Context: an optimization exercise on an open-source flow, tuned for small area, a short achievable clock period and few clock cycles. The choices shown serve that exercise and are no tape-out recipe. At most, simulation tests tie the RTL to the original design; equivalence was not proved.

== 01-28 ==
==> flow/design.v <==
module rsa_encrypt(input clk, reset_n, compute,
                   input [31:0] M, e, n,
                   output logic [31:0] C,
                   output logic encrypt_done);
  logic        busy, first, init, keep, trv, mul, yb, ec;
  logic        sa, sx, zx;    
  logic        nz;            
  logic [4:0]  i;             
  logic [3:0]  j;             
  logic [15:0] acc, X;
  function automatic [1:0] lod4(input [3:0] v);
    lod4 = v[3] ? 2'd3 : v[2] ? 2'd2 : v[1] ? 2'd1 : 2'd0;
  endfunction
  function automatic [4:0] msb32(input [31:0] v);
    logic [7:0] nz;
    logic [1:0] hi;
    logic [1:0] lo;
    logic [3:0] q;
    for (int k = 0; k < 8; k++) nz[k] = |v[4*k +: 4];
    hi = lod4({|nz[7:6], |nz[5:4], |nz[3:2], |nz[1:0]});
    lo = nz[2*hi+1] ? 2'd1 : 2'd0;
    q = v[4*(2*hi+lo) +: 4];
    msb32 = {hi, lo[0], lod4(q)};
  endfunction
  function automatic [3:0] msb16(input [15:0] v);
    logic [3:0] nz;
    logic [1:0] hi;
    for (int k = 0; k < 4; k++) nz[k] = |v[4*k +: 4];
    hi = lod4(nz);
    msb16 = {hi, lod4(v[4*hi +: 4])};
  endfunction
  function automatic below16(input [15:0] v);
    below16 = 1'b0;
    for (int k = 0; k < 15; k++) if (v[k+1]) below16 = v[k];
  endfunction
  function automatic below2_16(input [15:0] v);
    below2_16 = 1'b0;
    for (int k = 0; k < 14; k++) if (v[k+2]) below2_16 = v[k];
  endfunction
  wire [15:0] nb = nz ? n[15:0] : 16'd0;
  wire [18:0] xa = zx ? 19'd0 : {2'b0, acc, 1'b0};
  wire [18:0] xb = {3'b0, ({16{sa}} & acc) | ({16{sx}} & X)};
  wire [18:0] z1 = ~{3'b0, nb};
  wire [18:0] z2 = ~{2'b0, nb, 1'b0};
  wire [18:0] s1 = xa ^ xb ^ z1;
  wire [18:0] c1 = {(xa[17:0] & xb[17:0]) | (xa[17:0] & z1[17:0]) | (xb[17:0] & z1[17:0]), 1'b1};
  wire [18:0] s2 = xa ^ xb ^ z2;
  wire [18:0] c2 = {(xa[17:0] & xb[17:0]) | (xa[17:0] & z2[17:0]) | (xb[17:0] & z2[17:0]), 1'b1};
  wire [18:0] t0 = xa + xb;
  wire [18:0] t1 = s1 + c1;    
  wire [18:0] t2 = s2 + c2;    
  wire [15:0] acc_n = !t2[18] ? t2[15:0] : (!t1[18] ? t1[15:0] : t0[15:0]);
  wire [15:0] Y   = mul ? M[15:0] : X;    
  wire y01  = acc[15:1] == 15'd0;         
  wire m2   = M[15:2] == 14'd0;           
  wire bm   = below16(M[15:0]);           
  wire fin  = first ? (mul && m2) : (j == 4'd0);
  wire more = !mul && ec;                 
  wire adv  = fin && !more;               
  wire triv = (e[31:1] == 31'd0) || (M[15:1] == 15'd0);    
  logic busy_n, done_n, first_n, init_n, keep_n, mul_n, yb_n;
  logic [3:0] j_n;
  logic [4:0] i_n;
  always_comb begin
    busy_n = busy; done_n = encrypt_done;
    first_n = first; init_n = init; keep_n = keep; mul_n = mul;
    yb_n = yb; j_n = j; i_n = i;
    if (busy) begin
      if ((first && init && trv) || (adv && i == 5'd0)) begin
        busy_n = 1'b0;
        done_n = 1'b1;
      end
      if (first) begin
        first_n = 1'b0;
        init_n = 1'b0;
        if (mul) begin
          keep_n = 1'b0;
          j_n = msb16({2'b0, M[15:2]});
          yb_n = below2_16(M[15:0]);
        end else if (!init) begin
          keep_n = y01;
          j_n = y01 ? 4'd0 : msb16({1'b0, acc[15:1]});
          yb_n = below16(acc);
        end    
      end else begin
        j_n = j - 4'd1;
        yb_n = Y[j - 4'd1];
        keep_n = 1'b0;
      end
      if (fin) begin
        first_n = 1'b1;
        mul_n = more;
        if (adv) i_n = i - 5'd1;
      end
    end else begin
      if (encrypt_done) begin
        if (!compute) done_n = 1'b0;
      end else if (compute) busy_n = 1'b1;
      first_n = 1'b1;
      init_n = 1'b1;
      keep_n = 1'b0;
      mul_n = 1'b0;
      i_n = msb32({1'b0, e[31:1]});
      j_n = msb16({1'b0, M[15:1]});
      yb_n = bm;
    end
  end
  always_ff @(posedge clk, negedge reset_n) begin
    if (!reset_n) begin
      busy <= 1'b0;
      encrypt_done <= 1'b0;
    end else begin
      busy <= busy_n;
      encrypt_done <= done_n;
    end
  end
  wire sq1 = busy_n && first_n && !mul_n;    
  wire mu1 = busy_n && first_n && mul_n;     
  wire stp = busy_n && !first_n && !keep_n;  
  wire xl_acc = busy && first && !init;
  wire xl_hold = busy && !xl_acc;
  always_ff @(posedge clk)
    X <= ({16{xl_hold}} & X) | ({16{xl_acc}} & acc) | ({16{!busy}} & M[15:0]);
  always_ff @(posedge clk) begin
    acc <= acc_n;
    ec <= e[i];
    first <= first_n; init <= init_n; keep <= keep_n; mul <= mul_n;
    yb <= yb_n; j <= j_n; i <= i_n;
    sa <= (sq1 && !init_n) || (mu1 && bm) || keep_n || !busy_n;
    sx <= (sq1 && init_n) || (stp && yb_n);
    zx <= sq1 || keep_n || !busy_n;
    nz <= stp || mu1;
    if (!busy) begin
      trv <= triv;
    end
  end
  assign C = {16'd0, acc};
endmodule
export LEC_CHECK = 0
export CAP_MARGIN = 20
export CORE_MARGIN = 2
export CORE_UTILIZATION = 40
export CTS_BUF_LIST = sky130_fd_sc_hd__clkbuf_8
export PLACE_DENSITY = 0.6
export SETUP_SLACK_MARGIN = 1.5
export SLEW_MARGIN = 20
create_clock -name core_clock -period 5.0 [get_ports {clk}]
standard.sh (not shown) runs the stock make flow with config.mk's settings and CLKGATE_MAP_FILE= SYNTH_SCRIPT=/design/flow/synth_recipe.tcl, a recipe that flattens the netlist after the stock synthesis.
==> flow/flow/run.sh <==
#!/bin/bash
# The standard layout, with the port buffers made from the smallest buffer
# cell instead of the delay cell buffer_ports picks by default.
set -euo pipefail
export BUFFER_PORTS_ARGS="-buffer_cell sky130_fd_sc_hd__buf_1"
bash standard.sh > standard_flow.log 2>&1
The following lists how 12-09 was set up differently from 01-28:
==> flow/design.v <==
module rsa_encrypt(input clk, reset_n, compute,
                   input [31:0] M, e, n,
                   output logic [31:0] C,
                   output logic encrypt_done);
  logic        busy, first, init, keep, trv, mul, yb, ec;
  logic        sa, sx, zx;    
  logic        nz;            
  logic [4:0]  i;             
  logic [3:0]  j;             
  logic [15:0] acc, X, nr;
  function automatic [4:0] msb32(input [31:0] v);
    msb32 = 5'd0;
    for (int k = 1; k < 32; k++) if (v[k]) msb32 = k[4:0];
  endfunction
  function automatic [3:0] msb16(input [15:0] v);
    msb16 = 4'd0;
    for (int k = 1; k < 16; k++) if (v[k]) msb16 = k[3:0];
  endfunction
  function automatic below16(input [15:0] v);
    below16 = 1'b0;
    for (int k = 0; k < 15; k++) if (v[k+1]) below16 = v[k];
  endfunction
  function automatic below2_16(input [15:0] v);
    below2_16 = 1'b0;
    for (int k = 0; k < 14; k++) if (v[k+2]) below2_16 = v[k];
  endfunction
  always_ff @(posedge clk) nr <= n[15:0];
  wire [15:0] nb = nz ? nr : 16'd0;
  wire [18:0] xa = zx ? 19'd0 : {2'b0, acc, 1'b0};
  wire [18:0] xb = {3'b0, ({16{sa}} & acc) | ({16{sx}} & X)};
  wire [18:0] z1 = ~{3'b0, nb};
  wire [18:0] z2 = ~{2'b0, nb, 1'b0};
  wire [18:0] s1 = xa ^ xb ^ z1;
  wire [18:0] c1 = {(xa[17:0] & xb[17:0]) | (xa[17:0] & z1[17:0]) | (xb[17:0] & z1[17:0]), 1'b1};
  wire [18:0] s2 = xa ^ xb ^ z2;
  wire [18:0] c2 = {(xa[17:0] & xb[17:0]) | (xa[17:0] & z2[17:0]) | (xb[17:0] & z2[17:0]), 1'b1};
  wire [18:0] t0 = xa + xb;
  wire [18:0] t1 = s1 + c1;    
  wire [18:0] t2 = s2 + c2;    
  wire [15:0] acc_n = !t2[18] ? t2[15:0] : (!t1[18] ? t1[15:0] : t0[15:0]);
  wire [15:0] Xf  = init ? X : acc;       
  wire [15:0] Y   = mul ? M[15:0] : X;    
  wire y01  = Xf[15:1] == 15'd0;          
  wire m2   = M[15:2] == 14'd0;           
  wire bm   = below16(M[15:0]);           
  wire fin  = first ? (mul && m2) : (j == 4'd0);
  wire more = !mul && ec;                 
  wire adv  = fin && !more;               
  wire triv = (e[31:1] == 31'd0) || (M[15:1] == 15'd0);    
  logic busy_n, done_n, first_n, init_n, keep_n, mul_n, yb_n;
  logic [3:0] j_n;
  logic [4:0] i_n;
  always_comb begin
    busy_n = busy; done_n = encrypt_done;
    first_n = first; init_n = init; keep_n = keep; mul_n = mul;
    yb_n = yb; j_n = j; i_n = i;
    if (busy) begin
      if ((first && init && trv) || (adv && i == 5'd0)) begin
        busy_n = 1'b0;
        done_n = 1'b1;
      end
      if (first) begin
        first_n = 1'b0;
        init_n = 1'b0;
        if (mul) begin
          keep_n = 1'b0;
          j_n = msb16({2'b0, M[15:2]});
          yb_n = below2_16(M[15:0]);
        end else begin
          keep_n = y01;
          j_n = y01 ? 4'd0 : msb16({1'b0, Xf[15:1]});
          yb_n = below16(Xf);
        end
      end else begin
        j_n = j - 4'd1;
        yb_n = Y[j - 4'd1];
        keep_n = 1'b0;
      end
      if (fin) begin
        first_n = 1'b1;
        mul_n = more;
        if (adv) i_n = i - 5'd1;
      end
    end else begin
      if (encrypt_done) begin
        if (!compute) done_n = 1'b0;
      end else if (compute) busy_n = 1'b1;
      first_n = 1'b1;
      init_n = 1'b1;
      keep_n = 1'b0;
      mul_n = 1'b0;
      i_n = msb32({1'b0, e[31:1]});
    end
  end
  always_ff @(posedge clk, negedge reset_n) begin
    if (!reset_n) begin
      busy <= 1'b0;
      encrypt_done <= 1'b0;
    end else begin
      busy <= busy_n;
      encrypt_done <= done_n;
    end
  end
  wire sq1 = busy_n && first_n && !mul_n;    
  wire mu1 = busy_n && first_n && mul_n;     
  wire stp = busy_n && !first_n && !keep_n;  
  always_ff @(posedge clk) begin
    acc <= acc_n;
    ec <= e[i];
    first <= first_n; init <= init_n; keep <= keep_n; mul <= mul_n;
    yb <= yb_n; j <= j_n; i <= i_n;
    sa <= (sq1 && !init_n) || (mu1 && bm) || keep_n || !busy_n;
    sx <= (sq1 && init_n) || (stp && yb_n);
    zx <= sq1 || keep_n || !busy_n;
    nz <= stp || mu1;
    if (busy && first && !init) X <= acc;
    if (!busy) begin
      X <= M[15:0];
      trv <= triv;
    end
  end
  assign C = {16'd0, acc};
endmodule
## What came out
- Diff 01-28 -> 12-09: routed length per placed instance shows no meaningful change; worst-margin pin slew now larger; register-to-register slack picked up an extra 0.23 ns; cell count now sits higher; sequential portion of the cell area grew by 4.4 points.
- HPWL after detailed placement in 12-09 is 290 um above 01-28.
Testbench counts of 12-09, summed over its fixed seeds: cycles 5,140.
Only the layout flow was run in 01-28; the RTL was not checked for function there.

-- afterwards: timing with drivers on the ports --
No port has a modelled driver above. Below, the same layouts with a new extraction and two added sets of constraints. Step 1: set_driving_cell puts a clkbuf_16 on clk and a buf_2 on each other input, an assumption about the parent block. Step 2 also shifts input and output timing later by t, the mid clock arrival at the registers, as if the neighbouring blocks saw the same clock. a / b / c = no drivers / after step 1 / after step 2; a / b = the first two.
run	t, ns	slack for setup (ns)	worst register clock-pin slew, ns
01-28	0.354	1.342 / 1.357 / 1.003	0.11 / 0.11
12-09	0.401	1.619 / 1.619 / 1.619	0.09 / 0.09
After both steps setup and hold are still met in every run listed. The setup slack of 01-28, which loses most, moves by +0.015 ns with the drivers and by -0.339 ns with both steps.
